What follows belongs to an exercise in optimizing a design on an open flow for small area; a production flow would make more cautious choices. Where RTL was checked, it was by simulation tests only, not by an equivalence proof against the original. Only the layout flow was run in runs 1 and 2; the RTL was not checked for function there. No activity file was given, so power comes from the tool's default toggle rates.

===== flow/design.v =====
module rpn_debounce #(parameter DELAY = 10) (
        input  logic clk, rst, PB,
        output logic pressed_pulse,
        output logic pressed_status
    );
    localparam W = $clog2(DELAY + 4);
    localparam logic [W-1:0] S_PRESSED  = W'(DELAY + 1);
    localparam logic [W-1:0] S_STABLE   = W'(DELAY + 2);
    localparam logic [W-1:0] S_RELEASED = W'(DELAY + 3);
    logic sync_aux, sync;
    logic [W-1:0] s;
    logic is_pressed, is_stable, is_released, clr, hold;
    generate
        if (DELAY == 10) begin : g_d10
            assign is_pressed  = s[3] & s[1] & s[0];
            assign is_stable   = s[3] & s[2] & ~s[0];
            assign is_released = s[3] & s[2] & s[0];
        end else begin : g_any
            assign is_pressed  = (s == S_PRESSED);
            assign is_stable   = (s == S_STABLE);
            assign is_released = (s == S_RELEASED);
        end
    endgenerate
    assign clr  = (~sync & ~is_stable) | is_released;
    assign hold = sync & is_stable;
    always_ff @(posedge clk) begin
        if (rst) begin
            sync_aux <= 1'b0;
            sync     <= 1'b0;
            s        <= '0;
        end else begin
            sync_aux <= PB;
            sync     <= sync_aux;
            if (clr)        s <= '0;
            else if (!hold) s <= s + 1'b1;
        end
    end
    assign pressed_pulse  = is_pressed;
    assign pressed_status = is_stable;
endmodule
module rpn_fsm (
        input  logic clk, reset, enter_p, undo_p,
        output logic [7:0] st
    );
    localparam logic [2:0] WA = 3'd0, LA = 3'd4, WB = 3'd1, LB = 3'd5,
                           WO = 3'd2, LO = 3'd6, LR = 3'd7, SR = 3'd3;
    logic [2:0] s, n;
    always_comb begin
        n = s;
        case (s)
            WA: if (enter_p) n = LA;
            LA: n = WB;
            WB: if (enter_p) n = LB; else if (undo_p) n = WA;
            LB: n = WO;
            WO: if (enter_p) n = LO; else if (undo_p) n = WB;
            LO: n = LR;
            LR: n = SR;
            default: if (enter_p) n = WA; else if (undo_p) n = WO;
        endcase
    end
    always_ff @(posedge clk) begin
        if (reset) s <= WA;
        else       s <= n;
    end
    assign st = {s == SR, s == LR, s == LO, s == WO, s == LB, s == WB, s == LA, s == WA};
endmodule
module rpn_alu (
        input  logic clk, reset, ld_a, ld_b, ld_res,
        input  logic [15:0] DataIn,
        input  logic [1:0]  Op,
        output logic [3:0] Flags,
        output logic [15:0] R,
        output logic        r_ne_in
    );
    logic [15:0] A, B;
    always_ff @(posedge clk) begin
        if (ld_a) A  <= DataIn;
        if (ld_b) B  <= DataIn;
    end
    logic [15:0] bx, g, p;
    logic [16:0] c;
    logic        sub;
    assign sub  = ~Op[1] & Op[0];
    assign bx   = B ^ {16{sub}};
    assign g    = A & bx;
    assign p    = A ^ bx;
    assign c[0] = sub;
    for (genvar i = 0; i < 16; i++) begin : g_add
        assign c[i+1] = g[i] | (p[i] & c[i]);
        assign R[i]   = Op[1] ? (Op[0] ? g[i] : (p[i] | g[i])) : (p[i] ^ c[i]);
    end
    logic cN, cZ, cC, cV;
    assign cN = R[15];
    assign cZ = (R == 16'd0);
    assign cC = ~Op[1] & c[16] & (~Op[0] | (B != 16'd0));
    assign cV = ~Op[1] & (c[16] ^ c[15]);
    always_ff @(posedge clk) begin
        if (reset)       Flags <= 4'd0;
        else if (ld_res) Flags <= {cN, cZ, cC, cV};
    end
    assign r_ne_in = (R != DataIn);
endmodule
module rpn_conv (
        input  logic clk, reset, ld_res, show, r_ne_in,
        input  logic [15:0] DataIn, R,
        output logic [15:0] disp, prev,
        output logic [18:0] bcd,
        output logic        bcd_valid
    );
    assign disp = show ? prev : DataIn;
    always_ff @(posedge clk) begin
        if (reset)       prev <= 16'd0;
        else if (ld_res) prev <= R;
        else if (!show)  prev <= DataIn;
    end
    logic u1;
    always_ff @(posedge clk) u1 <= ld_res & r_ne_in;
    logic update;
    assign update = show ? u1 : (prev != DataIn);
    logic [5:0] cnt;
    logic       t_wait, t_load;
    logic       cidle;
    assign cidle = (cnt == 6'd0);
    always_ff @(posedge clk) begin
        if (reset) begin
            t_wait <= 1'b0;
            t_load <= 1'b0;
            cnt    <= 6'd0;
        end else begin
            t_wait <= (~t_wait & update) | (t_wait & ~cidle);
            t_load <= t_wait & cidle;
            cnt    <= cnt + {5'd0, (~cidle | t_load)};
        end
    end
    logic [17:0] sh;
    logic        bit_in;
    logic [17:0] sh_a3;
    assign bit_in = cnt[5] & disp[~cnt[4:1]];
    function automatic logic [3:0] add3(input logic [3:0] d);
        add3[3] = d[3] | (d[2] & (d[1] | d[0]));
        add3[2] = (d[2] & ~d[1] & ~d[0]) | (d[3] & d[0]);
        add3[1] = (d[1] & ~d[2]) | (d[1] & d[0]) | (d[3] & ~d[0]);
        add3[0] = (~d[3] & ~d[2] & d[0]) | (d[2] & d[1] & ~d[0]) | (d[3] & ~d[0]);
    endfunction
    assign sh_a3 = {sh[17:16], add3(sh[15:12]), add3(sh[11:8]), add3(sh[7:4]), add3(sh[3:0])};
    always_ff @(posedge clk) begin
        if (cnt[5] & ~cnt[0]) sh <= sh_a3;
        else                  sh <= {sh[16:0], bit_in};
    end
    always_ff @(posedge clk) begin
        if (cnt == 6'd63) bcd <= {sh, disp[0]};
        if (reset)             bcd_valid <= 1'b0;
        else if (cnt == 6'd63) bcd_valid <= 1'b1;
    end
endmodule
module rpn_disp (
        input  logic clk, reset, fmt,
        input  logic [15:0] disp,
        input  logic [18:0] bcd,
        input  logic        bcd_valid,
        output logic [6:0] Segments,
        output logic [4:0] Anodes
    );
    logic [2:0] sel;
    always_ff @(posedge clk) begin
        if (reset) sel <= 3'd0;
        else       sel <= sel + 3'd1;
    end
    logic [3:0] hex_nib, bcd_nib, dig;
    always_comb begin
        case (sel[1:0])
            2'd0: hex_nib = disp[3:0];
            2'd1: hex_nib = disp[7:4];
            2'd2: hex_nib = disp[11:8];
            default: hex_nib = disp[15:12];
        endcase
        case (sel[1:0])
            2'd0: bcd_nib = bcd[3:0];
            2'd1: bcd_nib = bcd[7:4];
            2'd2: bcd_nib = bcd[11:8];
            default: bcd_nib = bcd[15:12];
        endcase
        if (sel[2]) bcd_nib = (sel[1:0] == 2'd0) ? {1'b0, bcd[18:16]} : 4'd0;
        if (fmt) dig = bcd_valid ? bcd_nib : 4'd0;
        else     dig = sel[2] ? 4'd0 : hex_nib;
    end
    always_comb begin
        case (dig)
            4'h0: Segments = 7'b100_0000;
            4'h1: Segments = 7'b111_1001;
            4'h2: Segments = 7'b010_0100;
            4'h3: Segments = 7'b011_0000;
            4'h4: Segments = 7'b001_1001;
            4'h5: Segments = 7'b001_0010;
            4'h6: Segments = 7'b000_0010;
            4'h7: Segments = 7'b111_1000;
            4'h8: Segments = 7'b000_0000;
            4'h9: Segments = 7'b001_1000;
            4'ha: Segments = 7'b000_1000;
            4'hb: Segments = 7'b000_0011;
            4'hc: Segments = 7'b100_0110;
            4'hd: Segments = 7'b010_0001;
            4'he: Segments = 7'b000_0110;
            default: Segments = 7'b000_1110;
        endcase
    end
    always_comb begin
        case (sel)
            3'd0: Anodes = 5'b11110;
            3'd1: Anodes = 5'b11101;
            3'd2: Anodes = 5'b11011;
            3'd3: Anodes = 5'b10111;
            3'd4: Anodes = 5'b01111;
            default: Anodes = 5'b11111;
        endcase
    end
endmodule
module Act3_RPCalculator #(parameter N_debouncer = 10) (
        input  logic        clk, resetN,
        input  logic        Enter, Undo, DisplayFormat,
        input  logic [15:0] DataIn,
        output logic [3:0]  Flags,
        output logic [7:0]  CurrentState,
        output logic [6:0]  Segments,
        output logic [4:0]  Anodes
    );
    logic resetN_aux, resetN_sync, reset;
    always_ff @(posedge clk) begin
        resetN_aux  <= resetN;
        resetN_sync <= resetN_aux;
    end
    assign reset = ~resetN_sync;
    logic enter_p, undo_p, fmt;
    rpn_debounce #(10) db_enter (.clk(clk), .rst(reset), .PB(Enter),
        .pressed_pulse(enter_p), .pressed_status());
    rpn_debounce #(10) db_undo  (.clk(clk), .rst(reset), .PB(Undo),
        .pressed_pulse(undo_p), .pressed_status());
    rpn_debounce #(N_debouncer) db_fmt   (.clk(clk), .rst(reset), .PB(DisplayFormat),
        .pressed_pulse(), .pressed_status(fmt));
    logic [7:0] st;
    rpn_fsm fsm (.clk(clk), .reset(reset), .enter_p(enter_p), .undo_p(undo_p), .st(st));
    assign CurrentState = st;
    logic [15:0] disp, R;
    logic        r_ne_in;
    logic [15:0] prev;
    rpn_alu alu (.clk(clk), .reset(reset), .ld_a(st[1]), .ld_b(st[3]),
        .ld_res(st[6]), .DataIn(DataIn), .Op(prev[1:0]), .Flags(Flags), .R(R), .r_ne_in(r_ne_in));
    logic [18:0] bcd;
    logic        bcd_valid;
    rpn_conv conv (.clk(clk), .reset(reset), .ld_res(st[6]), .show(st[7]), .r_ne_in(r_ne_in),
        .DataIn(DataIn), .R(R), .disp(disp), .prev(prev), .bcd(bcd), .bcd_valid(bcd_valid));
    rpn_disp dsp (.clk(clk), .reset(reset), .fmt(fmt), .disp(disp), .bcd(bcd), .bcd_valid(bcd_valid),
        .Segments(Segments), .Anodes(Anodes));
endmodule

===== flow/flow/run.sh =====
#!/bin/bash
# Own layout flow: the standard flow, with the combinational logic of the
# standard synthesis re-mapped by an area-oriented ABC script (no adder cells,
# no buffers on pass-through wires),
# and the smallest buffer on the ports. Registers (names, count, cell types)
# are those of the standard synthesis; the flow checks this before using the
# re-mapped netlist and falls back to the standard netlist otherwise.
set -euo pipefail
W=$(pwd)
R=$W/orfs/results/$FLOW_PLATFORM/Act3_RPCalculator/base

# 1. the standard synthesis (the reference for register names)
bash standard.sh synth > $W/std_synth.log 2>&1
cp $R/1_2_yosys.v $W/std_1_2_yosys.v

# 2. the same synthesis script with another ABC script and no adder mapping
rm -rf $W/own_scripts $W/own
cp -r $FLOW_HOME/scripts $W/own_scripts
cp $W/flow/abc_area.script $W/own_scripts/abc_area.script
make -C $FLOW_HOME DESIGN_CONFIG=$W/config.mk WORK_HOME=$W/own CLKGATE_MAP_FILE= \
    SYNTH_SCRIPT=$W/synth_recipe.tcl SCRIPTS_DIR=$W/own_scripts ABC_AREA=1 ADDER_MAP_FILE= SYNTH_INSBUF=0 \
    synth > $W/own_synth.log 2>&1 || true
OWN=$W/own/results/$FLOW_PLATFORM/Act3_RPCalculator/base/1_2_yosys.v

# 3. use it only if it has exactly the standard synthesis's registers
if [[ -f $OWN ]] && python3 $W/flow/check_regs.py $W/std_1_2_yosys.v $OWN > $W/check_regs.log 2>&1; then
    cp $OWN $R/1_2_yosys.v
    echo "using the re-mapped netlist" >> $W/check_regs.log
else
    echo "using the standard netlist" >> $W/check_regs.log
fi
rm -f $R/1_synth.odb $R/1_synth.sdc

# 4. the rest of the standard flow
# clock tree and port buffer settings
source $W/flow/knobs.sh
bash standard.sh "BUFFER_PORTS_ARGS=-buffer_cell $PORT_BUF" "CTS_ARGS=$CTS" $EXTRA finish > $W/std_layout.log 2>&1

===== flow/flow/abc_area.script =====
strash
dc2
dch -f
amap
topo

===== flow/flow/check_regs.py =====
# Compare the registers of two flat gate-level netlists: instance name and
# cell type (drive strength stripped) of every flip-flop or latch.
import re, sys

SEQ = re.compile(r'sky130_fd_sc_hd__(df|edf|sdf|dl|sedf)')

def regs(path):
    text = open(path).read()
    out = {}
    for m in re.finditer(r'^\s*(sky130_fd_sc_hd__\w+)\s+(\\\S+|\S+)\s*\(', text, re.M):
        cell, name = m.group(1), m.group(2)
        if SEQ.match(cell) and not cell.startswith('sky130_fd_sc_hd__dlygate') \
                and not cell.startswith('sky130_fd_sc_hd__dlymetal'):
            out[name] = re.sub(r'_\d+$', '', cell)
    return out

a, b = regs(sys.argv[1]), regs(sys.argv[2])
print(f"standard: {len(a)} registers, re-mapped: {len(b)} registers")
if a != b:
    for k in sorted(set(a) | set(b)):
        if a.get(k) != b.get(k):
            print("differs:", k, a.get(k), b.get(k))
    sys.exit(1)
print("registers match")

===== flow/flow/knobs.sh =====
# settings for run.sh
PORT_BUF=sky130_fd_sc_hd__buf_1
# clock tree: small buffers and no dummy loads
CTS="-sink_clustering_enable -repair_clock_nets -dont_use_dummy_load"
CTS="$CTS -buf_list {sky130_fd_sc_hd__clkbuf_4} -root_buf sky130_fd_sc_hd__clkbuf_8"
CTS="$CTS -sink_clustering_size 16 -sink_clustering_max_diameter 60"
EXTRA=""

===== flow/standard.sh =====
#!/bin/bash
# synth_recipe.tcl (not shown) runs the flow's synth.tcl, then flattens the netlist and writes it again
# the make line also repeats each setting of config.mk as NAME=value (left out here)
make -C /OpenROAD-flow-scripts/flow DESIGN_CONFIG=/design/flow/config.mk WORK_HOME=/design/flow/orfs CLKGATE_MAP_FILE= SYNTH_SCRIPT=/design/flow/synth_recipe.tcl "${@:-finish}"

===== flow/config.mk =====
export PLATFORM = sky130hd
export DESIGN_NAME = Act3_RPCalculator
export DESIGN_NICKNAME = Act3_RPCalculator
export VERILOG_FILES = /design/flow/design.v
export SDC_FILE = /design/flow/constraint.sdc
export NUM_CORES = 4
export LEC_CHECK = 0
export ABC_AREA = 1
export CAP_MARGIN = 20
export CORE_MARGIN = 2
export CORE_UTILIZATION = 60
export SLEW_MARGIN = 20

===== flow/constraint.sdc =====
create_clock -name core_clock -period 7.0 [get_ports {clk}]
set_input_delay 1.4000 -clock core_clock [delete_from_list [all_inputs] [get_ports {clk}]]
set_output_delay 1.4000 -clock core_clock [all_outputs]
set_load 0.01 [all_outputs]

==> notes.md, run 1 <==
Worst setup path
The kind of critical path is flop to flop. The worst register-to-register path ends at conv.u1. Among all stages on the critical path, the largest delay is contributed by dfxtp_1. The worst reg-to-reg path cell count is 37. STA puts the critical path data required time at 7.30 ns. The worst-case register-to-register setup slack is 0.95 ns.

The startpoint of the lowest-slack register-to-register path is conv.prev[0]. The worst setup path is launched from a flop. The biggest cell delay along the critical path is 0.43 ns. STA classifies the critical path endpoint as a flop. The data arrival time at the worst-slack endpoint is about 6.4 ns. Of all nets on the critical path, the largest fanout is 15.

STA
The final clock period utilization by the worst path is 86.4%. The clock period minus final worst setup slack is 6.05 ns. The achievable clock frequency is between 150 and 200 MHz. The actual slew at the worst max-slew pin is 0.836 ns. The number of setup violations in the final report is 0. The final max-slew violation count was 0. Measured against its own limit, the worst slew margin works out to 44.1%. The maximum clock skew at final layout is 0.0404 ns. The hold violation total from the final report is 0.

The sum of negative setup slack is 0 ns. Setup repair after global routing left no endpoint under its margin.

Clocking
For this design, the CTS-stage hold fixing added 0 buffers. After clock tree synthesis, the setup repair step added 0 buffers. The clock tree synthesis step divided the H-tree into 4 levels. TritonCTS built the clock tree.

The root buffer cell chosen for the clock tree is clkbuf_8. The CTS clock-pin slew for the worst setup and hold paths is around 0.10 ns. The total number of clock tree sinks is roughly 130. For the worst-skew pair, the clock arrives at the later sink with an insertion delay of 0.42 ns. The clock buffer count from CTS is 17. Counting along the longest clock path gives a buffer depth of 2.

Global route
The first global-routing pass estimated ~23,000 um of wire. In the global route stage, overall resource usage came out at 27.0%. The number of global-route vias before repair is 5,042. The largest net degree at the start of global routing is 28. The number of antenna violations at the first check in global routing was 0. Global routing finished with a remaining overflow of 0.

Drt
Once detail routing completed, the nets flagged for antenna violations numbered 0. Signal routing reaches up to met4. The number of DRC markers after the initial detailed-route iteration is 304. The post-route DRC violation count is 0. The overall via count from detail_route is 5,501. After detailed routing, the met2 layer carries 6910 um of wire.

After detailed routing, the average wire length per cell comes to 15.7 um. The number of vias per cell is 6.11. The total length of routed wires is 14,100 um.

The wire length on met1 is 6050 um. The number of iterations in the first detailed-routing pass is 6. After detailed routing, the met3 layer carries 774 um of wire.

Placement
The congestion estimate from routability-driven global placement came to just over 0.9. Once detailed placement completed, the half-perimeter wirelength came to around 10,000 um. The placed cell count is between 800 and 900. During placement, the flow inserted port buffers numbering 44.

Logic synthesis
The post-synth design cell area is 6050 sq um. The cell count after synthesis is 698. The Yosys warning count is 6.

The mean instance size in the synthesized netlist is 8.67 sq um. The number of nets in the synthesized netlist is between 700 and 800.

Floorplan
The placeable core area is just under 10,000 sq um. Row generation in the floorplan step produced 36 rows. In this run the horizontal extent of the chip is 104 um. The number of top-level pins is 45. The die span in y is 104 um. The overall die area is ~11,000 sq um. The initial utilization of the core area, before any placement, comes to 61.9%.

Pwr
Summed over all cells, the static leakage comes to 2.12 nW. In this run the power density over the cells is between 150 and 200 nW/um^2. The worst vdd rail ir drop is roughly 140 uV.

Finish
The share of post-route cells with drive strength above 1 is 4.04%. In the layout the commonest cells are nor2_1, clkinv_1, dfxtp_1. The end-of-flow core utilization is 67.7%.

The library cell used most frequently in the layout, excluding fill and tap cells, is nor2_1. Compared with the post-synthesis result, the final layout area differs by 9.33%. The total inserted antenna cells is 0. The net count of the finished layout is 791. The finished layout holds 901 standard cells, fillers aside.

Min path
The startpoint of the most critical hold path is resetN_aux. In this run the worst hold path is classified as flop to flop. The hold-critical path endpoint is resetN_sync. The cell depth of the worst min-delay path is 0.

Run
The max-capacitance violation count is 0.

Outcome
The flow ran to the end and the layout has no timing, DRC or antenna violations.
[final cells by class]
type	instances	area (sq um)
clock buffers	17	134
fillers	843	3160
inverters	77	293
multi-input cells	496	2760
flip-flops and latches	125	3030
well taps	133	166
repair buffers	53	233
[metrics by stage]
| step | instance area (sq um) | worst slack, ns | power [W] | hold slack, ns |
|---|---|---|---|---|
| 2_1_floorplan | 6050 | 1.04 | 0.000940 | 0.310 |
| 3_3_place_gp | 6450 | 0.926 | 0.000989 | 0.312 |
| 3_5_place_dp | 6450 | 0.452 | 0.000996 | 0.325 |
| 4_1_cts | 6590 | 0.434 | 0.00132 | 0.350 |
| 5_1_grt | 6610 | 0.0579 | 0.00138 | 0.352 |
| 6_report | 6610 | 0.949 | 0.00132 | 0.344 |
[power by group]
group / switching [W] / internal (W) / leakage (nW) / total [W]
Clock: 0.000213 / 0.000119 / 0.0808 / 0.000332
Sequential: 0.0000204 / 0.000774 / 1.08 / 0.000795
Combinational: 0.000122 / 0.0000683 / 0.962 / 0.000190
[per-layer routing]
layer | up-vias | global-route usage [%]
met2 | 162 | 44.1
met4 | 0 | 12.5
met1 | 2552 | 33.2
met3 | 39 | 7.33
li1 | 2748 | -
met5 | - | 0
[timing repair]
item / 4_1_cts / 5_1_grt
endpoints found under the setup margin: 0 / 6
resized for setup: 0 / 5
hold endpoints to repair: 0 / 0
[worst max-delay path: cells and delay by family, from the launching register on]
kind / cells / cell delay, ns
AND/OR/NAND/NOR: 28 / 4.17
flip-flops: 1 / 0.43
AO/OA/AOI/OAI: 7 / 0.98
buffers and inverters: 2 / 0.36
[worst max path at each step]
stage	from	endpoint	slack [ns]	cells past startpoint
3_5_place_dp	conv.prev[0]	conv.u1	0.45	36
5_1_grt	conv.prev[0]	conv.u1	0.06	37
2_1_floorplan	conv.prev[0]	conv.u1	1.04	36
6_report	conv.prev[0]	conv.u1	0.95	37
4_1_cts	conv.prev[0]	conv.u1	0.43	36
3_3_place_gp	conv.prev[0]	conv.u1	0.93	36
[flip-flops by register name, summed over array words and instances, names as in the netlist, 3 cells and up]
signal      cells
db_enter.s      4
dsp.sel         3
conv.cnt        6
alu.A          16
alu.Flags       4
db_fmt.s        4
conv.bcd       19
alu.B          16
conv.prev      16
fsm.s           3
conv.sh        18
db_undo.s       4
==> inputs of run 2 (changes only) <==
--- a/flow/design.v
+++ b/flow/design.v
@@ -67,10 +67,9 @@
 module rpn_alu (
-        input  logic clk, reset, ld_a, ld_b, ld_res,
+        input  logic clk, reset, ld_a, ld_b, ld_op, ld_res, show,
         input  logic [15:0] DataIn,
-        input  logic [1:0]  Op,
         output logic [3:0] Flags,
-        output logic [15:0] R,
-        output logic        r_ne_in
+        output logic [15:0] R
     );
     logic [15:0] A, B;
+    logic [1:0]  Op;
     always_ff @(posedge clk) begin
@@ -78,2 +77,3 @@
         if (ld_b) B  <= DataIn;
+        if (ld_op) Op <= DataIn[1:0];
     end
@@ -100,8 +100,7 @@
     end
-    assign r_ne_in = (R != DataIn);
 endmodule
 module rpn_conv (
-        input  logic clk, reset, ld_res, show, r_ne_in,
+        input  logic clk, reset, show,
         input  logic [15:0] DataIn, R,
-        output logic [15:0] disp, prev,
+        output logic [15:0] disp,
         output logic [18:0] bcd,
@@ -109,12 +108,10 @@
     );
-    assign disp = show ? prev : DataIn;
-    always_ff @(posedge clk) begin
-        if (reset)       prev <= 16'd0;
-        else if (ld_res) prev <= R;
-        else if (!show)  prev <= DataIn;
-    end
-    logic u1;
-    always_ff @(posedge clk) u1 <= ld_res & r_ne_in;
+    assign disp = show ? R : DataIn;
+    logic [15:0] prev;
+    always_ff @(posedge clk) begin
+        if (reset) prev <= 16'd0;
+        else       prev <= disp;
+    end
     logic update;
-    assign update = show ? u1 : (prev != DataIn);
+    assign update = (prev != disp);
     logic [5:0] cnt;
@@ -243,10 +240,8 @@
     logic [15:0] disp, R;
-    logic        r_ne_in;
-    logic [15:0] prev;
-    rpn_alu alu (.clk(clk), .reset(reset), .ld_a(st[1]), .ld_b(st[3]),
-        .ld_res(st[6]), .DataIn(DataIn), .Op(prev[1:0]), .Flags(Flags), .R(R), .r_ne_in(r_ne_in));
+    rpn_alu alu (.clk(clk), .reset(reset), .ld_a(st[1]), .ld_b(st[3]), .ld_op(st[5]),
+        .ld_res(st[6]), .show(st[7]), .DataIn(DataIn), .Flags(Flags), .R(R));
     logic [18:0] bcd;
     logic        bcd_valid;
-    rpn_conv conv (.clk(clk), .reset(reset), .ld_res(st[6]), .show(st[7]), .r_ne_in(r_ne_in),
-        .DataIn(DataIn), .R(R), .disp(disp), .prev(prev), .bcd(bcd), .bcd_valid(bcd_valid));
+    rpn_conv conv (.clk(clk), .reset(reset), .show(st[7]),
+        .DataIn(DataIn), .R(R), .disp(disp), .bcd(bcd), .bcd_valid(bcd_valid));
     rpn_disp dsp (.clk(clk), .reset(reset), .fmt(fmt), .disp(disp), .bcd(bcd), .bcd_valid(bcd_valid),
==> run 2 against run 1 <==
Net effect: now fails the layout checks on negative setup slack; worst setup slack got worse by 1.6 ns; routed wire length is 2.9% higher; area after synthesis shrank 3.8%; critical path type is now flop to output pin; sequential cell count up 1; register-to-register slack lost 0.33 ns.
==> notes.md, run 2 <==
Placement
The routability-driven placement congestion ratio is between 0.9 and 1. The HPWL reported at the end of detailed placement is 9640 um. The number of I/O port buffers is 44.

The number of placed instances, taps included, is 856.

Pwr
The leakage power is between 2 and 2.5 nW. The worst vdd rail ir drop is a little under 200 uV. Dividing total power by cell area gives a power density of between 150 and 200 nW/um^2.

Finish
At the end of the flow, the number of nets in the layout was 803. The final instance count without filler cells is between 900 and 1k. The layout overhead on the synthesized area is 19.2%. In the final layout, the share of cells above drive strength 1 is between 15 and 20%. The most common cell after layout, fill and taps aside is nor2_1. The repair_antennas step left the layout with diodes totalling 0. The top cell types in the final layout, fill and taps aside, are nor2_1, dfxtp_1, clkinv_1.

The flip-flop count of the largest register, all copies and words added is 19. In the final layout, the registers with the most flip-flops are conv.bcd: 19 flops, conv.sh: 18 flops. The register with the highest flop count is conv.bcd.

Floorplan
The overall die area is 10,500 sq um. The die width is 102 um. The placeable core area is approximately 9300 sq um.

The floorplan has 35 rows. The number of top-level pins is 45. The die span in y is between 100 and 150 um. For this configuration, the core starts out at a cell density of 62.4%.

Clocking
CTS built an H-tree with a depth of 4. The clock buffer count from CTS is 17. The clock reaches the later pin of the worst-skew pair after 0.42 ns. The total number of clock tree sinks is ~130.

TritonCTS built the clock tree. The tree is rooted in a clkbuf_8. The worst-case clock buffer depth is 2. After clock tree synthesis, the clock-pin slew on the worst setup and hold paths is 0.12 ns.

Global route
The total overflow left after global routing is 0. The global-route usage over all layers is approximately 28%. The number of antenna violations at the first check in global routing was 0.

The largest net degree at the start of global routing is 33. The number of global-route vias before repair is 5,051. The first global-routing pass estimated 22,400 um of wire.

Run
The tool flagged a number of max-cap violations equal to 0.

Drt
Detailed routing inserted a total of 5,470 vias. The post-route DRC violation count is 0. Dividing the detail-routed wire length by the instance count gives around 16 um.

The number of vias per cell is between 6 and 7. The pre-antenna-repair detailed-routing pass consisted of 7 iterations. The number of DRC markers after the initial detailed-route iteration is 322. The total length of routed wires is 14,600 um. In this run the remaining antenna-violating nets after routing total 0.

Outcome
The run finished, with violations left. The layout checks failed on negative setup slack.

STA
The maximum clock skew at final layout is 0.0396 ns. The final clock period utilization by the worst path is 109%. At the pin with the least slew margin, the transition time is about 0.67 ns. Static timing analysis puts the maximum clock frequency at 131 MHz. The final max-slew violation count came to 0. In this run the tightest slew margin relative to its limit is 55.0%. Setup violations remaining at the end of the flow were counted as 7. Counting I/O delays and the setup requirement, the final critical path takes 7.64 ns. Setup slack on the critical path of the routed design comes to -0.637 ns. The worst slack on hold paths is 0.344 ns. The hold violation total from the final report is 0. Setup repair after global routing could not meet its margin everywhere.

Logic synthesis
The post-synth design cell area is 5820 sq um. The cell count after synthesis came out at about 670. The number of nets in the synthesized netlist is 692. The Yosys warning count is 6.

Each instance of the synthesized netlist takes up on average approximately 8.7 sq um.

Worst setup path
Along the worst path, the maximum fanout reaches 5. In this run the register-to-register setup slack is 0.62 ns. The worst setup path is of the flop to output pin kind. The worst register-to-register path begins at alu.Op[0]. STA classifies the critical path startpoint as a flop. Measured in cells, the most critical reg-to-reg path has a length of 39. STA classifies the critical path endpoint as an output pin. The dominant cell type by count on the critical path is nor2_2. The biggest cell delay along the critical path is roughly 0.37 ns.

Among all stages on the critical path, the largest delay is contributed by edfxtp_1. The required time of the worst setup path is 5.60 ns. The endpoint identified for the worst register-to-register timing path is conv.t_wait. The worst setup path startpoint is alu.Op[0]. The end point of the critical path is Segments[0]. Data arrives at the worst endpoint at 6.24 ns.

Min path
The startpoint of the most critical hold path is resetN_aux. The worst hold-check path type is flop to flop.
[run 2: worst max-delay path: cells and delay by family, from the launching register on]
kind / cells / cell delay (ns)
AND/OR/NAND/NOR: 28 / 3.37
buffers and inverters: 5 / 0.66
flip-flops: 1 / 0.37
AO/OA/AOI/OAI: 9 / 1.44
[run 2: how the worst min path moves through the flow]
| stage | endpoint | slack (ns) | cells past startpoint |
|---|---|---|---|
| floorplan | resetN_sync | 0.31 | 0 |
| global placement | resetN_sync | 0.31 | 0 |
| detailed placement | resetN_sync | 0.32 | 0 |
| CTS | resetN_sync | 0.35 | 0 |
| global route | resetN_sync | 0.35 | 0 |
| finish | resetN_sync | 0.34 | 0 |
[run 2: routing by layer]
metal | vias to the layer above | global-route usage (%) | wire length [um]
li1 | 2650 | - | -
met1 | 2560 | 32.0 | 5970
met2 | 198 | 47.8 | 7160
met3 | 62 | 6.84 | 811
met4 | 0 | 13.2 | 618
met5 | - | 0 | 0
[run 2: final cells by class]
class / instances / area (sq um)
tap: 129 / 161
clock buffer: 17 / 134
multi-input combinational: 479 / 2760
inverter: 66 / 258
fill: 699 / 2390
timing repair buffer: 92 / 553
sequential: 126 / 3070
[run 2: per-stage QoR]
| stage | instance area [sq um] | TNS (ns) | util (%) | setup WS [ns] | total power [W] |
|---|---|---|---|---|---|
| 3_3_place_gp | 6280 | 0 | 67.4 | 0.175 | 0.000955 |
| 5_1_grt | 6930 | -7.12 | 74.3 | -1.08 | 0.00138 |
| 3_5_place_dp | 6280 | -0.770 | 67.4 | -0.206 | 0.000964 |
| 4_1_cts | 6680 | -1.69 | 71.6 | -0.314 | 0.00130 |
| 2_1_floorplan | 5860 | -0.00212 | - | -0.00212 | 0.000917 |
| 6_report | 6930 | -3.79 | 74.3 | -0.637 | 0.00132 |
[run 2: repair_timing]
| item | in CTS | in global routing |
|---|---|---|
| buffers inserted | 19 | 18 |
| gates resized for setup | 42 | 37 |
| hold buffers | 0 | 0 |
| endpoints found under the setup margin | 7 | 8 |
| pin swaps | 26 | 30 |
[run 2: where the power goes]
group / internal [W] / total (W) / switching [W]
sequential: 0.000782 / 0.000801 / 0.0000188
clock: 0.000119 / 0.000337 / 0.000218
combinational: 0.0000747 / 0.000187 / 0.000112
==> inputs of run 3 (changes only) <==
--- a/flow/design.v
+++ b/flow/design.v
@@ -67,3 +67,3 @@
 module rpn_alu (
-        input  logic clk, reset, ld_a, ld_b, ld_op, ld_res, show,
+        input  logic clk, reset, ld_a, ld_b, ld_op, ld_res,
         input  logic [15:0] DataIn,
@@ -153,4 +153,4 @@
 module rpn_disp (
-        input  logic clk, reset, fmt,
-        input  logic [15:0] disp,
+        input  logic clk, reset, fmt, show,
+        input  logic [15:0] DataIn, R,
         input  logic [18:0] bcd,
@@ -160,6 +160,16 @@
     );
-    logic [2:0] sel;
+    logic [2:0] sel, sel_n;
+    assign sel_n = sel + 3'd1;
     always_ff @(posedge clk) begin
         if (reset) sel <= 3'd0;
-        else       sel <= sel + 3'd1;
+        else       sel <= sel_n;
+    end
+    logic [3:0] r_nib;
+    always_ff @(posedge clk) begin
+        case (sel_n[1:0])
+            2'd0: r_nib <= R[3:0];
+            2'd1: r_nib <= R[7:4];
+            2'd2: r_nib <= R[11:8];
+            default: r_nib <= R[15:12];
+        endcase
     end
@@ -168,7 +178,8 @@
         case (sel[1:0])
-            2'd0: hex_nib = disp[3:0];
-            2'd1: hex_nib = disp[7:4];
-            2'd2: hex_nib = disp[11:8];
-            default: hex_nib = disp[15:12];
-        endcase
+            2'd0: hex_nib = DataIn[3:0];
+            2'd1: hex_nib = DataIn[7:4];
+            2'd2: hex_nib = DataIn[11:8];
+            default: hex_nib = DataIn[15:12];
+        endcase
+        if (show) hex_nib = r_nib;
         case (sel[1:0])
@@ -241,3 +252,3 @@
     rpn_alu alu (.clk(clk), .reset(reset), .ld_a(st[1]), .ld_b(st[3]), .ld_op(st[5]),
-        .ld_res(st[6]), .show(st[7]), .DataIn(DataIn), .Flags(Flags), .R(R));
+        .ld_res(st[6]), .DataIn(DataIn), .Flags(Flags), .R(R));
     logic [18:0] bcd;
@@ -246,3 +257,4 @@
         .DataIn(DataIn), .R(R), .disp(disp), .bcd(bcd), .bcd_valid(bcd_valid));
-    rpn_disp dsp (.clk(clk), .reset(reset), .fmt(fmt), .disp(disp), .bcd(bcd), .bcd_valid(bcd_valid),
+    rpn_disp dsp (.clk(clk), .reset(reset), .fmt(fmt), .show(st[7]), .DataIn(DataIn), .R(R),
+        .bcd(bcd), .bcd_valid(bcd_valid),
         .Segments(Segments), .Anodes(Anodes));
--- a/flow/config.mk
+++ b/flow/config.mk
@@ -8,5 +8,5 @@
 export ABC_AREA = 1
-export CAP_MARGIN = 20
+export CAP_MARGIN = 0
 export CORE_MARGIN = 2
 export CORE_UTILIZATION = 60
-export SLEW_MARGIN = 20
+export SLEW_MARGIN = 0
==> run 3 against run 2 <==
Net effect: the run now finishes clean; largest power group unchanged; area after synthesis grew 2.3%; worst setup slack gained 1.5 ns; final area shrank 5.7%; highest routed layer unchanged; fmax grew 25%; sequential share of layout area grew 3.9 points; final cell count shrank 4.4%; power grew 0.10%; via count shrank 1.2%; utilization shrank 6.8 points; synthesized cell count shrank 1.0%.
==> notes.md, run 3 <==
STA
Setup repair after global routing left no endpoint under its margin. The final max-slew violation count is 0. The achievable clock frequency is 164 MHz. The worst slack on hold paths is 0.341 ns. At the pin with the least slew margin, the transition time is 0.970 ns. For the final database, setup skew stands at about 0.024 ns.

Headroom to the max-slew limit came out at roughly a third. The sum of negative setup slack is 0 ns. The hold violation total from the final report is 0. The clock period minus final worst setup slack is 6.09 ns. Setup violations remaining at the end of the flow were counted as 0. The final clock period utilization by the worst path is between 80 and 90%.

Clocking
TritonCTS built the clock tree. The maximum level of the CTS H-tree is 4. The clock reaches the later pin of the worst-skew pair after around 0.41 ns. The CTS clock-pin slew for the worst setup and hold paths is 0.09 ns.

The total number of clock tree sinks is 130. The worst-case clock buffer depth is 2. In this run the clock root is driven by a clkbuf_8. Buffers inserted to repair hold after CTS numbered 0. Clock tree synthesis inserted a total of 17 buffers.

Worst setup path
The kind of start point of the critical path is a flop. In this run the critical register-to-register path is launched from alu.Op[1]. The largest single stage delay on the critical path is 0.36 ns. The setup check on the worst reg-to-reg path leaves a slack of about 0.9 ns. Counting buffers and inverters, the worst setup path is 41 cells deep. The cell that appears most often on the critical path is nor2_1. Among all stages on the critical path, the largest delay is contributed by edfxtp_1. The element type at the critical path end is a flop. In this run the critical register-to-register path is captured at conv.sh[0].

The worst reg-to-reg path cell count is 41. In this run the worst setup path begins at alu.Op[1]. Of all nets on the critical path, the largest fanout is 23. The end point of the critical path is conv.sh[0]. The number of buffers and inverters on the critical path is 2. The family with the most delay on the worst path is simple AND/OR/NAND/NOR gates.

The data arrival time at the worst-slack endpoint is 6.40 ns. The critical path is of the flop to flop type. The required time of the worst setup path is 7.30 ns.

Logic synthesis
The post-synth design cell area is 5950 sq um. In the synthesized netlist, the number of instances is approximately 660. The Yosys warning count is 6. A synthesized cell averages about 9 sq um.

The number of nets in the synthesized netlist is between 600 and 700.

Finish
The layout overhead on the synthesized area is 9.86%. Once layout is done, the placed cells without fillers occupy 6540 sq um. The most common cell after layout, fill and taps aside is nor2_1. For this run, the share of the core covered by cells in the final layout is between 60% and 70%. The register with the most flip-flops in the layout has 19 of them. The register with the highest flop count is conv.bcd. The largest registers in the layout are conv.bcd: 19 flops, conv.sh: 18 flops. The share of post-route cells with drive strength above 1 is 4.76%. 0 antenna diodes ended up in the layout. The number of fill cells in the layout is 841.

The library cells used most frequently in the layout, excluding fill and tap cells, are nor2_1, dfxtp_1, nand2_1. The net count of the finished layout is 759.

Global route
For this run the aggregate overflow at the end of global routing stands at 0. The global-route usage over all layers is between 20% and 30%. The number of antenna violations at the first check in global routing was 0. The number of global-route vias before repair is around 4.8k. Entering global routing, the biggest net connects 39 pins.

The global-route wire length before repair is between 20,000 and 25,000 um.

Pwr
The clock network is responsible for 25.7% of the overall power. For this design the static power due to leakage is between 2 and 2.5 nW. The worst vdd rail ir drop is 150 uV. The logic gate share of total power is 11.8%. The post-route total power is 0.00133 W. The net switching share of the total power is 25.8%. Dividing total power by cell area gives a power density of 203 nW/um^2.

The share of total power dissipated in sequential elements is a little over three fifths. Summed over all nets, the switching power comes to 0.000342 W. Internal power comes to 0.000984 W.

Run
Across the run, the number of max-cap violations was 0.

Min path
The cell depth of the worst min-delay path is 0. The worst hold-check path type is flop to flop.

Placement
At the end of routability-driven placement, the weighted congestion stood at 0.949. During placement, the flow inserted port buffers numbering 44. The wire-length estimate of the detail-placed layout is between 10,000 and 15,000 um. The placed instance area is 6360 sq um.

Drt
The detail route stage leaves a number of antenna-violating nets equal to 0. The number of DRC markers after the initial detailed-route iteration is 379. The number of iterations in the first detailed-routing pass is 5.

The post-route DRC violation count is 0. After detailed routing, the average wire length per cell comes to approximately 17 um. The total length of routed wires is roughly 15,000 um.

The number of vias per cell is approximately 6.2. The overall via count from detail_route is 5,402.

Floorplan
For this design the top-level I/O count stands at 45. The core region is 9680 sq um. The initial utilization of the core area, before any placement, comes to 61.5%. The die covers around 11,000 sq um.

The floorplan step set the die height to 104 um. The die width is 104 um. The initialized floorplan defines 36 standard-cell rows.

Outcome
The run finished with no timing, DRC or antenna violations.
## run 3: power groups by stage
stage	combinational (W)	clock, W	sequential (W)
finish	0.000156	0.000340	0.000829
CTS	0.000154	0.000348	0.000829
floorplan	0.000109	0	0.000840
global placement	0.000149	0	0.000845
global route	0.000174	0.000376	0.000832
detailed placement	0.000153	0	0.000846
## run 3: layout make-up
| type | count | area [sq um] | area share [%] |
|---|---|---|---|
| Inverter | 54 | 206 | 3.16 |
| Multi-Input combinational cell | 480 | 2630 | 40.3 |
| Clock buffer | 17 | 134 | 2.05 |
| Tap cell | 133 | 166 | 2.54 |
| Sequential cell | 130 | 3150 | 48.2 |
| Timing Repair Buffer | 55 | 248 | 3.79 |
## run 3: metrics by stage
step | instances | setup WS, ns
2_1_floorplan | 664 | 0.542
3_3_place_gp | 850 | 0.921
3_5_place_dp | 850 | 0.340
4_1_cts | 867 | 0.305
5_1_grt | 869 | 0.0752
6_report | 869 | 0.906
## run 3: worst min path at each step
stage | start | to
after floorplan | resetN_aux | resetN_sync
after global placement | resetN_aux | resetN_sync
after detailed placement | resetN_aux | resetN_sync
after CTS | resetN_aux | resetN_sync
after global routing | resetN_aux | resetN_sync
final | resetN_aux | resetN_sync
## run 3: metal layers
| layer | vias up | part of all wire [%] | track usage [%] |
|---|---|---|---|
| met4 | 0 | 1.9 | 10.3 |
| met5 | - | 0 | 0 |
| li1 | 2621 | - | - |
| met3 | 26 | 7.0 | 5.35 |
| met1 | 2545 | 42 | 35.7 |
| met2 | 210 | 49 | 45.5 |
## run 3: repair_timing
item                       in CTS  in global routing
setup buffers                   0                  2
setup endpoints to repair       0                  6
resized for setup               0                  7
==> inputs of run 4 (changes only) <==
--- a/flow/config.mk
+++ b/flow/config.mk
@@ -8,5 +8,5 @@
 export ABC_AREA = 1
-export CAP_MARGIN = 0
+export CAP_MARGIN = 20
 export CORE_MARGIN = 2
 export CORE_UTILIZATION = 60
-export SLEW_MARGIN = 0
+export SLEW_MARGIN = 20
==> run 4 against run 3 <==
Net effect: routed wire length stayed put; power stayed put; via count stayed put; synthesized cell count stayed put; worst setup slack stayed put; final area stayed put; register-to-register slack hardly changed; first-iteration DRC count stayed put; clock-buffer cell count stayed put.
==> notes.md, run 4 <==
Min path
The worst hold-check path type is flop to flop.

Pwr
The logic gate share of total power is 11.8%. Per report_power, the sequential group accounts for ~63% of the total. The net switching share of the total power is between 20% and 30%. The clock network accounts for 25.7% of the total power. Dividing total power by cell area gives a power density of 203 nW/um^2. The cell-internal power is 0.000984 W. The worst vdd rail ir drop is 150 uV. In this run the static leakage power is 2.19 nW.

The switching power is approximately 0.00034 W.

Finish
The largest registers in the layout are conv.bcd: 19 flops, conv.sh: 18 flops. The share of post-route cells with drive strength above 1 is roughly 4.8%. The layout overhead on the synthesized area is 9.86%. Once layout is done, the placed cells without fillers occupy 6540 sq um. The end-of-flow core utilization is roughly 68%. Leaving out fill and tap cells, the most frequent cells in the layout are nor2_1, dfxtp_1, nand2_1. Counting the fill cells in the layout gives about 840. For this run, the post-layout net count is roughly 760. The repair_antennas step left the layout with diodes totalling 0. Excluding fillers, the count of instances in the completed layout stands at 869. Leaving out fill and tap cells, the most frequent cell in the layout is nor2_1.

The register with the most flip-flops in the layout has 19 of them. Ranked by flip-flop count, first place goes to conv.bcd.

STA
For the pin with the worst max-slew slack, the measured transition is 0.970 ns. The hold violation total from the final report is 0. On the final layout, the worst clock skew is 0.0239 ns.

The max-slew headroom at the worst pin is between 30% and 40%. The final max-slew violation count came to 0. For this run, the top clock speed supported by timing is approximately 160 MHz. The minimum setup slack in the final design is between 0.9 and 1 ns.

After layout, the worst path uses 87.1% of the clock period. Setup repair after global routing left no endpoint under its margin. Setup violations remaining at the end of the flow were counted as 0. The sum of negative setup slack is 0 ns. The clock period minus final worst setup slack is 6.09 ns.

Floorplan
The core region is 9680 sq um. For this design the top-level I/O count stands at 45. The overall die area is 10,700 sq um. The die span in y is 104 um. The initial utilization of the core area, before any placement, comes to around 61%.

The die width is slightly above 100 um. The floorplan has 36 rows.

Worst setup path
The dominant cell type by count on the critical path is nor2_1. The family with the most delay on the worst path is simple AND/OR/NAND/NOR gates. Together, buffers and inverters on the worst path number 2. The kind of critical path is flop to flop.

The biggest cell delay along the critical path is 0.36 ns. The data arrival time at the worst-slack endpoint is 6.40 ns. The kind of start point of the critical path is a flop. At the worst endpoint, the required time is 7.30 ns. The standard cell with the maximum stage delay on the critical path is edfxtp_1. The maximum fanout count along the critical path is 23. The element type at the critical path end is a flop.

Global route
The number of antenna violations at the first check in global routing is 0. The global-route usage over all layers is 27.4%. The global-route wire length before repair is 23,400 um. The number of global-route vias before repair is about 4.8k. The largest net degree at the start of global routing is 39. The total overflow left after global routing is 0.

Logic synthesis
The post-synth design cell area is 5950 sq um. Counting every net in the synthesized netlist gives 685. Synthesis produced a netlist whose cell count is approximately 660. The Yosys warning count is 6. Each instance of the synthesized netlist takes up on average 8.97 sq um.

Placement
The post-placement worst setup slack is around 0.34 ns. The number of placed instances, taps included, is between 800 and 900. The placed instance area is 6360 sq um.

During placement, the flow inserted port buffers numbering 44. The routability-driven placement congestion ratio is about 0.95. The HPWL reported at the end of detailed placement is 10,600 um.

Clocking
Clock latency on the worst-skew pair, taken at its later pin, is 0.41 ns. The total number of clock tree sinks is 130. CTS built an H-tree with a depth of 4. The worst-case clock buffer depth is 2. The clock tree from TritonCTS is built. The clock buffer count from CTS is 17. Clock-pin slew was measured on the worst setup and hold paths at 0.09 ns. The clock root buffer master is clkbuf_8.

Drt
The final route contains 5,402 vias. The post-route DRC violation count is 0. Wires add up to roughly 15,000 um. The number of iterations in the first detailed-routing pass is 5.

In the final routing, the length of wire on met1 measures 6130 um. Detailed routing placed a total of slightly above 1000 um of wire on met3. Using the TritonRoute via totals, the vias-per-cell ratio works out to roughly 6.2.

The highest layer touched by signal routing is met4. The average detailed-routed wire length per instance is 16.8 um. In this run the remaining antenna-violating nets after routing total 0. After the first detailed-routing iteration, the DRC count stood at 379. The met2 wire length is 7130 um.

Outcome
The flow ran to the end and the layout has no timing, DRC or antenna violations.

Run
The tool flagged a number of max-cap violations equal to 0.
==> run 4: cell counts in the layout (fill, tap and decap cells not counted) <==
No cell type changed its count.
==> run 4: cell type report <==
class	instances	area, sq um	share of cell area, %
flip-flops and latches	130	3150	48.2
multi-input cells	480	2630	40.3
well taps	133	166	2.54
inverters	54	206	3.16
repair buffers	55	248	3.79
clock buffers	17	134	2.05
==> run 4: metal layers <==
metal	track usage, %	up-vias
li1	-	2621
met4	10.3	0
met3	5.35	26
met1	35.7	2545
met5	0	-
met2	45.5	210
==> run 4: stage by stage <==
stage | total power, W | hold slack [ns]
after global routing | 0.00138 | 0.353
after global placement | 0.000994 | 0.312
after CTS | 0.00133 | 0.346
final | 0.00133 | 0.341
after detailed placement | 0.000999 | 0.322
after floorplan | 0.000949 | 0.310
==> run 4: power by group through the flow <==
stage	Combinational (W)	Sequential [W]	Clock, W
floorplan	0.000109	0.000840	0
global placement	0.000149	0.000845	0
detailed placement	0.000153	0.000846	0
CTS	0.000154	0.000829	0.000348
global route	0.000174	0.000832	0.000376
finish	0.000156	0.000829	0.000340
==> run 4: final timing paths <==
check,depth (start not counted),slack (ns),endpoint,start
max,41,0.91,conv.sh[0],alu.Op[1]
min,0,0.34,resetN_sync,resetN_aux
max reg2reg,41,0.91,conv.sh[0],alu.Op[1]
min reg2reg,0,0.34,resetN_sync,resetN_aux
==> run 4: what timing repair did <==
action | in CTS | in global routing
setup endpoints to repair | 0 | 6
resized for setup | 0 | 7
setup buffers | 0 | 2
hold buffers | 0 | 0
==> inputs of run 5 (changes only) <==
==> flow/flow/knobs.sh (replaced) <==
# settings for run.sh
PORT_BUF=sky130_fd_sc_hd__buf_1
# clock tree: small buffers and no dummy loads
CTS="-sink_clustering_enable -repair_clock_nets -dont_use_dummy_load"
CTS="$CTS -buf_list {sky130_fd_sc_hd__clkbuf_4} -root_buf sky130_fd_sc_hd__clkbuf_4"
CTS="$CTS -sink_clustering_size 16 -sink_clustering_max_diameter 60"
EXTRA=""
==> run 5 against run 4 <==
Net effect: register-to-register slack about the same; non-clock buffer count unchanged; power down 0.85%; largest power group unchanged; via count down 0.61%.
==> notes.md, run 5 <==
Outcome
The flow ran to the end and the layout has no timing, DRC or antenna violations.

Global route
The number of antenna violations at the first check in global routing is 0. Global routing used 27.4% of the available tracks across all layers. The number of global-route vias before repair is 4,828. For this run the aggregate overflow at the end of global routing stands at 0. The first global-routing pass estimated 23,400 um of wire. The largest net degree at the start of global routing is 39.

STA
Based on the critical path, the design can be clocked at up to 164 MHz. Setup violations remaining at the end of the flow were counted as 0. Setup repair after global routing left no endpoint under its margin. The actual slew at the worst max-slew pin is 0.968 ns. Headroom to the max-slew limit came out at a little over a third. The maximum clock skew at final layout is 0.0257 ns. The final max-slew violation count is 0. The sum of negative setup slack is 0 ns. The worst path needs 6.09 ns of the cycle, external delays included. In the finished design, the share of the clock period the worst path needs comes to 87.1%.

The hold violation total from the final report is 0.

Worst setup path
The dominant cell type by count on the critical path is nor2_1. The maximum fanout count along the critical path is 23. The element type at the critical path end is a flop. The worst reg-to-reg path cell count is 41.

STA classifies the critical path startpoint as a flop. The required time of the worst setup path is 7.40 ns. The biggest cell delay along the critical path is 0.36 ns.

The data arrival time at the worst-slack endpoint is ~6.5 ns. The kind of critical path is flop to flop. The standard cell with the maximum stage delay on the critical path is edfxtp_1.

Finish
The post-route cell area is approximately 6500 sq um. The share of post-route cells with drive strength above 1 is 4.76%. More flip-flops sit in one register than any other, and that register is conv.bcd. In the layout the commonest cells are nor2_1, dfxtp_1, nand2_1.

The register with the most flip-flops in the layout has 19 of them. In the final layout, the registers with the most flip-flops are conv.bcd: 19 flops, conv.sh: 18 flops. The total inserted antenna cells is 0. The layout overhead on the synthesized area is 9.75%.

Measured on the finished design, the core utilization comes to 67.5%. The number of fill cells in the layout is roughly 840. The net count of the finished layout is roughly 760.

The most common cell after layout, fill and taps aside is nor2_1.

Placement
The placed instance area is 6360 sq um. The number of I/O port buffers is 44. Summed over all nets, the half-perimeter wirelength after detailed placement is approximately 11,000 um. At the end of routability-driven placement, the weighted congestion stood at 0.949.

Logic synthesis
The Yosys warning count is 6. The cell count after synthesis is 664. The mean instance size in the synthesized netlist is 8.97 sq um. The number of nets in the synthesized netlist is 685. The post-synth design cell area is 5950 sq um.

Drt
The number of iterations in the first detailed-routing pass is 5. The number of vias per cell is between 6 and 7. For this run, design rule violations remaining after detail routing come to 0. Summed over all layers, the routed wires come to 14,500 um. Dividing the detail-routed wire length by the instance count gives 16.7 um. The number of DRC markers after the initial detailed-route iteration is 385. The number of nets still failing antenna checks after routing is 0. The routed layout has 5,369 vias.

Clocking
The CTS clock-pin slew for the worst setup and hold paths is around 0.10 ns. The number of buffers added to fix hold violations after cts is 0. TritonCTS built the clock tree.

The total number of clock tree sinks is 130. The worst-case clock buffer depth is 2. The clock latency at the later pin of the worst-skew pair is 0.51 ns. The maximum level of the CTS H-tree is 4. The number of clock buffers added by TritonCTS is 17. The clock root buffer master is clkbuf_4.

Pwr
For this design the ratio of total power to cell area is ~200 nW/um^2. The post-route total power is ~0.0013 W. The leakage power is 2.19 nW.

The worst vdd rail ir drop is 149 uV.

Min path
The worst hold-check path type is flop to flop. Counting instances, the worst hold path has a depth of 0.

Run
Across the run, the number of max-cap violations was 0.

Floorplan
The number of placement rows is 36. The floorplan step defined a die boundary enclosing around 11,000 sq um. Once the floorplan was initialized, standard cells occupied between 60 and 70% of the core. For this design the top-level I/O count stands at 45.

The die is 104 um wide. The region available for standard cell placement spans 9680 sq um. The die span in y is ~100 um.
run 5: routing by layer:
layer | GRT usage (%) | wire length [um] | vias to the layer above
met2 | 45.5 | 7090 | 191
li1 | - | - | 2622
met1 | 35.7 | 6120 | 2530
met5 | 0 | 0 | -
met4 | 10.3 | 268 | 0
met3 | 5.54 | 1000 | 26
run 5: area by class of cell:
class                           instances  area, sq um  area share [%]
Tap cell                              133          166            2.55
Multi-Input combinational cell        480         2630            40.3
Clock buffer                           17          128            1.95
Timing Repair Buffer                   55          248            3.79
Inverter                               54          206            3.16
Sequential cell                       130         3150            48.3
run 5: what timing repair did:
| item | 4_1_cts | 5_1_grt |
|---|---|---|
| setup buffers | 0 | 2 |
| gates resized for setup | 0 | 7 |
| endpoints found under the setup margin | 0 | 6 |
| hold endpoints to repair | 0 | 0 |
run 5: path summary, 6_finish.rpt:
kind                            startpoint           to  slack [ns]
worst max-delay path             alu.Op[1]   conv.sh[0]        0.91
worst min-delay path            resetN_aux  resetN_sync        0.34
worst min register to register  resetN_aux  resetN_sync        0.34
worst max register to register   alu.Op[1]   conv.sh[0]        0.91
run 5: power breakdown:
part           internal [W]  leakage, nW  switching [W]
Combinational     0.0000573        0.989      0.0000986
Sequential         0.000808         1.12      0.0000215
Clock              0.000111       0.0782       0.000218
Total              0.000976         2.19       0.000339
run 5: critical path: cells and delay by family (launching register included):
| family | cells | cell delay [ns] |
|---|---|---|
| AOI/OAI and AO/OA | 11 | 2.04 |
| and+or+nand+nor | 28 | 3.24 |
| buffers and inverters | 2 | 0.34 |
| DFF | 1 | 0.36 |
run 5: stage by stage:
| stage | hold WS [ns] | std cells | setup slack [ns] |
|---|---|---|---|
| finish | 0.342 | 869 | 0.906 |
| CTS | 0.347 | 867 | 0.305 |
| floorplan | 0.310 | 664 | 0.542 |
| detailed placement | 0.322 | 850 | 0.340 |
| global route | 0.353 | 869 | 0.0750 |
| global placement | 0.312 | 850 | 0.921 |
==> inputs of run 6 (changes only) <==
--- a/flow/design.v
+++ b/flow/design.v
@@ -67,6 +67,7 @@
 module rpn_alu (
-        input  logic clk, reset, ld_a, ld_b, ld_op, ld_res,
+        input  logic clk, reset, ld_a, ld_b, ld_op, ld_res, show,
         input  logic [15:0] DataIn,
         output logic [3:0] Flags,
-        output logic [15:0] R
+        output logic [15:0] R,
+        output logic        r_ne_in
     );
@@ -100,5 +101,6 @@
     end
+    assign r_ne_in = (R != DataIn);
 endmodule
 module rpn_conv (
-        input  logic clk, reset, show,
+        input  logic clk, reset, ld_res, show, r_ne_in,
         input  logic [15:0] DataIn, R,
@@ -108,10 +110,13 @@
     );
-    assign disp = show ? R : DataIn;
     logic [15:0] prev;
-    always_ff @(posedge clk) begin
-        if (reset) prev <= 16'd0;
-        else       prev <= disp;
-    end
+    assign disp = show ? prev : DataIn;
+    always_ff @(posedge clk) begin
+        if (reset)                prev <= 16'd0;
+        else if (ld_res | show)   prev <= R;
+        else                      prev <= DataIn;
+    end
+    logic u1;
+    always_ff @(posedge clk) u1 <= ld_res & r_ne_in;
     logic update;
-    assign update = (prev != disp);
+    assign update = show ? u1 : (prev != DataIn);
     logic [5:0] cnt;
@@ -153,4 +158,4 @@
 module rpn_disp (
-        input  logic clk, reset, fmt, show,
-        input  logic [15:0] DataIn, R,
+        input  logic clk, reset, fmt,
+        input  logic [15:0] disp,
         input  logic [18:0] bcd,
@@ -160,16 +165,6 @@
     );
-    logic [2:0] sel, sel_n;
-    assign sel_n = sel + 3'd1;
+    logic [2:0] sel;
     always_ff @(posedge clk) begin
         if (reset) sel <= 3'd0;
-        else       sel <= sel_n;
-    end
-    logic [3:0] r_nib;
-    always_ff @(posedge clk) begin
-        case (sel_n[1:0])
-            2'd0: r_nib <= R[3:0];
-            2'd1: r_nib <= R[7:4];
-            2'd2: r_nib <= R[11:8];
-            default: r_nib <= R[15:12];
-        endcase
+        else       sel <= sel + 3'd1;
     end
@@ -178,8 +173,7 @@
         case (sel[1:0])
-            2'd0: hex_nib = DataIn[3:0];
-            2'd1: hex_nib = DataIn[7:4];
-            2'd2: hex_nib = DataIn[11:8];
-            default: hex_nib = DataIn[15:12];
-        endcase
-        if (show) hex_nib = r_nib;
+            2'd0: hex_nib = disp[3:0];
+            2'd1: hex_nib = disp[7:4];
+            2'd2: hex_nib = disp[11:8];
+            default: hex_nib = disp[15:12];
+        endcase
         case (sel[1:0])
@@ -234,12 +228,11 @@
     );
-    logic resetN_aux, resetN_sync, reset;
-    always_ff @(posedge clk) begin
-        resetN_aux  <= resetN;
-        resetN_sync <= resetN_aux;
-    end
-    assign reset = ~resetN_sync;
+    logic reset_aux, reset;
+    always_ff @(posedge clk) begin
+        reset_aux <= ~resetN;
+        reset     <= reset_aux;
+    end
     logic enter_p, undo_p, fmt;
-    rpn_debounce #(10) db_enter (.clk(clk), .rst(reset), .PB(Enter),
+    rpn_debounce #(N_debouncer) db_enter (.clk(clk), .rst(reset), .PB(Enter),
         .pressed_pulse(enter_p), .pressed_status());
-    rpn_debounce #(10) db_undo  (.clk(clk), .rst(reset), .PB(Undo),
+    rpn_debounce #(N_debouncer) db_undo  (.clk(clk), .rst(reset), .PB(Undo),
         .pressed_pulse(undo_p), .pressed_status());
@@ -251,10 +244,10 @@
     logic [15:0] disp, R;
+    logic        r_ne_in;
     rpn_alu alu (.clk(clk), .reset(reset), .ld_a(st[1]), .ld_b(st[3]), .ld_op(st[5]),
-        .ld_res(st[6]), .DataIn(DataIn), .Flags(Flags), .R(R));
+        .ld_res(st[6]), .show(st[7]), .DataIn(DataIn), .Flags(Flags), .R(R), .r_ne_in(r_ne_in));
     logic [18:0] bcd;
     logic        bcd_valid;
-    rpn_conv conv (.clk(clk), .reset(reset), .show(st[7]),
+    rpn_conv conv (.clk(clk), .reset(reset), .ld_res(st[6]), .show(st[7]), .r_ne_in(r_ne_in),
         .DataIn(DataIn), .R(R), .disp(disp), .bcd(bcd), .bcd_valid(bcd_valid));
-    rpn_disp dsp (.clk(clk), .reset(reset), .fmt(fmt), .show(st[7]), .DataIn(DataIn), .R(R),
-        .bcd(bcd), .bcd_valid(bcd_valid),
+    rpn_disp dsp (.clk(clk), .reset(reset), .fmt(fmt), .disp(disp), .bcd(bcd), .bcd_valid(bcd_valid),
         .Segments(Segments), .Anodes(Anodes));
==> flow/flow/run.sh (replaced) <==
#!/bin/bash
# Own layout flow: the standard flow, with the combinational logic of the
# standard synthesis re-mapped by an area-oriented ABC script, and the
# smallest buffer on the ports. Registers (names, count, cell types) are
# those of the standard synthesis; the flow checks this before using the
# re-mapped netlist and falls back to the standard netlist otherwise.
set -euo pipefail
W=$(pwd)
R=$W/orfs/results/$FLOW_PLATFORM/Act3_RPCalculator/base
source $W/flow/knobs.sh

# 1. the standard synthesis (the reference for register names)
bash standard.sh synth > $W/std_synth.log 2>&1
cp $R/1_2_yosys.v $W/std_1_2_yosys.v

# 2. the same synthesis script with another ABC script (and the adder cells
#    that knobs.sh allows)
rm -rf $W/own_scripts $W/own
cp -r $FLOW_HOME/scripts $W/own_scripts
cp $W/flow/abc_area.script $W/own_scripts/abc_area.script
{ echo "include $W/config.mk"; echo "$OWN_CONFIG"; } > $W/own_config.mk
make -C $FLOW_HOME DESIGN_CONFIG=$W/own_config.mk WORK_HOME=$W/own CLKGATE_MAP_FILE= \
    SYNTH_SCRIPT=$W/synth_recipe.tcl SCRIPTS_DIR=$W/own_scripts ABC_AREA=1 "${OWN_ARGS[@]}" \
    synth > $W/own_synth.log 2>&1 || true
OWN=$W/own/results/$FLOW_PLATFORM/Act3_RPCalculator/base/1_2_yosys.v

# 3. use it only if it has exactly the standard synthesis's registers
if [[ -f $OWN ]] && python3 $W/flow/check_regs.py $W/std_1_2_yosys.v $OWN > $W/check_regs.log 2>&1; then
    cp $OWN $R/1_2_yosys.v
    echo "using the re-mapped netlist" >> $W/check_regs.log
else
    echo "using the standard netlist" >> $W/check_regs.log
fi
rm -f $R/1_synth.odb $R/1_synth.sdc

# 4. the rest of the standard flow, with the port buffer and clock tree
#    settings of knobs.sh
bash standard.sh "BUFFER_PORTS_ARGS=-buffer_cell $PORT_BUF" "CTS_ARGS=$CTS" "${EXTRA[@]}" finish > $W/std_layout.log 2>&1
==> flow/flow/knobs.sh (replaced) <==
# settings for run.sh
# own synthesis: full adder cells allowed (half adders are not)
OWN_ARGS=()
OWN_CONFIG="export DONT_USE_CELLS += sky130_fd_sc_hd__ha_1 sky130_fd_sc_hd__ha_2 sky130_fd_sc_hd__ha_4"
# port buffers
PORT_BUF=sky130_fd_sc_hd__buf_1
# clock tree: small buffers and no dummy loads
CTS="-sink_clustering_enable -repair_clock_nets -dont_use_dummy_load"
CTS="$CTS -buf_list {sky130_fd_sc_hd__clkbuf_4} -root_buf sky130_fd_sc_hd__clkbuf_8"
CTS="$CTS -sink_clustering_size 16 -sink_clustering_max_diameter 60"
EXTRA=()
==> run 6 against run 5 <==
Net effect: now fails the layout checks on negative setup slack; non-clock buffer count grew 4; global-route usage grew 1.6 points; worst hold slack gained 0.0027 ns; sequential power shrank 2.5%; largest power group unchanged.
==> notes.md, run 6 <==
STA
The hold violation total from the final report is 0. The achievable clock frequency is 142 MHz. The clock arrives with ~0.034 ns of skew. The clock period minus final worst setup slack is ~7.1 ns.

Once routing completed, OpenROAD measured the worst setup slack at -0.0564 ns. Setup repair after global routing could not meet its margin everywhere. The worst slack on hold paths is roughly 0.34 ns. After layout, the worst path uses 101% of the clock period. The sum of negative setup slack is -0.0564 ns. The worst pin sits at a relative slew slack of between 30 and 40%. The final max-slew violation count was 0. The actual slew at the worst max-slew pin is 0.930 ns. Setup violations remaining at the end of the flow were counted as 1.

Finish
The number of fill cells in the layout is 795. The total inserted antenna cells is 0. The flip-flop count of the largest register, all copies and words added is 19. The end-of-flow core utilization is 68.3%. The library cells used most frequently in the layout, excluding fill and tap cells, are nor2_1, clkinv_1, dfxtp_1. The library cell used most frequently in the layout, excluding fill and tap cells, is nor2_1. For this run, the post-layout net count is 763. Ranked by flip-flop count, first place goes to conv.bcd. The share of post-route cells with drive strength above 1 is 7.45%. The largest registers in the layout are conv.bcd: 19 flops, conv.sh: 18 flops. The final instance count without filler cells is about 860. Compared with the post-synthesis result, the final layout area differs by 10.1%.

Pwr
Total power for the finished layout comes to between 0.001 and 0.0015 W. The cell-internal power is 0.000961 W. For this design the ratio of total power to cell area is 196 nW/um^2. The fraction of power consumed by the clock network is 26.4%. The sequential group share of total power is 61.7%. The leakage power is 2.16 nW. The worst vdd rail ir drop is 159 uV. Of the total power, the share spent switching nets is 26.6%.

The logic gate share of total power is 11.9%. For this design the total switching power over the nets is approximately 0.00035 W.

Drt
The routed layout has 5,422 vias. The number of iterations in the first detailed-routing pass is 6. The wire length on met1 is 6240 um.

The count of nets left with antenna violations once routing finished came out at 0. The number of vias per cell is between 6 and 7. The top routing layer in use is met4. The average detailed-routed wire length per instance is 17.7 um. Wire segments on met3 add up to roughly 1100 um in the final route. In the routed design, unresolved DRC markers number 0. Wires add up to roughly 15,000 um.

The met2 wire length is about 7400 um. The number of DRC markers after the initial detailed-route iteration is ~460.

Worst setup path
The worst register-to-register path ends at conv.u1. The data arrival time at the worst-slack endpoint is 7.34 ns. For the worst flop-to-flop path, the logic depth is 24. The maximum fanout count along the critical path is 5. The worst-case register-to-register setup slack is -0.06 ns. The required time of the worst setup path is 7.28 ns. The worst register-to-register path begins at alu.Op[0]. The worst setup path is launched from a flop. The kind of critical path is flop to flop.

The worst setup path is captured at a flop.

Global route
Global routing finished with a remaining overflow of 0. The number of global-route vias before repair was around 5.0k. The number of antenna violations at the first check in global routing is 0. The largest net degree at the start of global routing is 33. The global-route usage over all layers is 29.0%.

The global-route wire length before repair is 25,000 um.

Min path
The cell depth of the worst min-delay path is 0. The worst hold-check path type is flop to flop. For hold timing, the worst endpoint is reset. The startpoint of the most critical hold path is reset_aux.

Floorplan
The number of top-level pins is 45. The initialized floorplan defines 36 standard-cell rows. Once the floorplan was initialized, standard cells occupied 62.0% of the core. The placeable core area is 9770 sq um. The die is 105 um tall. In this run the horizontal extent of the chip is 105 um. The die covers 10,900 sq um.

Logic synthesis
When the netlist entered floorplanning its net count stood at 690. Dividing the synthesized area by the synthesized cell count gives 9.27 sq um. The post-synth design cell area is 6060 sq um. The Yosys step of the flow raised 6 warnings. Synthesis handed over a netlist of 654 instances.

Run
The max-capacitance violation count is 0.

Outcome
The flow ran to the end, but the layout failed its checks. The layout checks failed on negative setup slack.

Clocking
The CTS clock-pin slew for the worst setup and hold paths is around 0.11 ns. The number of buffers added to fix hold violations after cts is 0. The clock reaches the later pin of the worst-skew pair after 0.43 ns. TritonCTS built the clock tree. In this run the number of H-tree levels came out at 4. The total number of clock tree sinks is 127. The clock buffer count from CTS is 17. The cell sitting at the root of the clock tree is a clkbuf_8. In this run the deepest clock path goes through 2 buffers. The number of setup buffers added after CTS is 0.

Placement
The placed cell count is around 840. The count of buffers added on input and output ports is 44. The congestion estimate from routability-driven global placement came to 0.965. The HPWL reported at the end of detailed placement is around 11,000 um.
## run 6: power groups by stage
stage / registers [W] / logic (W) / clock network [W]
floorplan: 0.000818 / 0.000106 / 0
global placement: 0.000823 / 0.000145 / 0
detailed placement: 0.000824 / 0.000150 / 0
CTS: 0.000807 / 0.000153 / 0.000351
global route: 0.000811 / 0.000172 / 0.000382
finish: 0.000808 / 0.000157 / 0.000345
## run 6: how the worst max path moves through the flow
stage | startpoint | end | slack (ns) | depth (start not counted)
global placement | alu.Op[0] | conv.u1 | -0.005 | 25
floorplan | alu.Op[1] | conv.u1 | -0.43 | 23
detailed placement | alu.Op[0] | conv.u1 | -0.18 | 24
finish | alu.Op[0] | conv.u1 | -0.06 | 24
CTS | alu.Op[0] | conv.u1 | -0.03 | 24
global route | alu.Op[0] | conv.u1 | -0.38 | 24
## run 6: per-layer routing
layer,up-vias,GRT usage (%)
met2,261,48.1
met5,-,0
li1,2594,-
met3,50,6.89
met4,0,11.5
met1,2517,36.8
## run 6: worst max-delay path, cell delays in order, from the launching register on
cell and delay (ns):
edfxtp_1 0.37, clkinv_2 0.08, nor2_4 0.18, a21oi_2 0.08, fa_2 0.37, fa_2 0.35, fa_2 0.35, fa_2 0.35
fa_2 0.36, fa_2 0.36, fa_2 0.36, fa_2 0.36, fa_2 0.35, fa_2 0.35, fa_2 0.34, fa_2 0.35
fa_2 0.34, clkinv_1 0.06, fa_1 0.41, o21ai_2 0.18, clkinv_2 0.07, a222oi_1 0.32, o2111ai_1 0.18, a2111oi_2 0.26
a31oi_1 0.12
## run 6: layout make-up
type | count | area (sq um) | area share, %
multi-input cells | 440 | 2690 | 40.3
inverters | 82 | 312 | 4.67
clock buffers | 17 | 134 | 2.01
repair buffers | 59 | 282 | 4.22
flip-flops and latches | 127 | 3090 | 46.4
well taps | 133 | 166 | 2.49
## run 6: what timing repair did
item	CTS	global route
endpoints found under the hold margin	0	0
pin swaps	3	0
resized for setup	7	0
endpoints found under the setup margin	1	1
## run 6: stage by stage
stage,cell area (sq um),setup slack (ns)
finish,6670,-0.0564
global route,6670,-0.383
CTS,6670,-0.0325
detailed placement,6520,-0.184
global placement,6520,-0.00456
floorplan,6110,-0.431

separate check: timing with driven ports:
The results above use ideal ports. As a check the final layouts listed here were re-extracted and re-timed, cells and wires unchanged.
Step 1 (the two cells are an assumption about what drives the block):
set clk [get_ports {clk}]
set_driving_cell -lib_cell sky130_fd_sc_hd__clkbuf_16 $clk
set_driving_cell -lib_cell sky130_fd_sc_hd__buf_2 [delete_from_list [all_inputs] $clk]
Step 2 moves the port delays by t, midway between the first and last clock arrival at a register: inputs arrive t later, outputs are due t later. That takes back most of the time a late clock gives input paths.
a / b / c = ideal ports / drivers / drivers and shift; a / b = the first two.
run | shift t [ns] | setup slack, ns | hold slack, ns
run 1 | 0.434 | 0.949 / 0.949 / 0.949 | 0.344 / 0.344 / 0.344
run 2 | 0.433 | -0.637 / -0.672 / -0.239 | 0.344 / 0.344 / 0.344
run 3 | 0.440 | 0.906 / 0.906 / 0.906 | 0.341 / 0.341 / 0.341
run 4 | 0.440 | 0.906 / 0.906 / 0.906 | 0.341 / 0.341 / 0.341
run 5 | 0.536 | 0.906 / 0.906 / 0.906 | 0.342 / 0.342 / 0.342
run 6 | 0.451 | -0.056 / -0.056 / -0.056 | 0.344 / 0.344 / 0.344
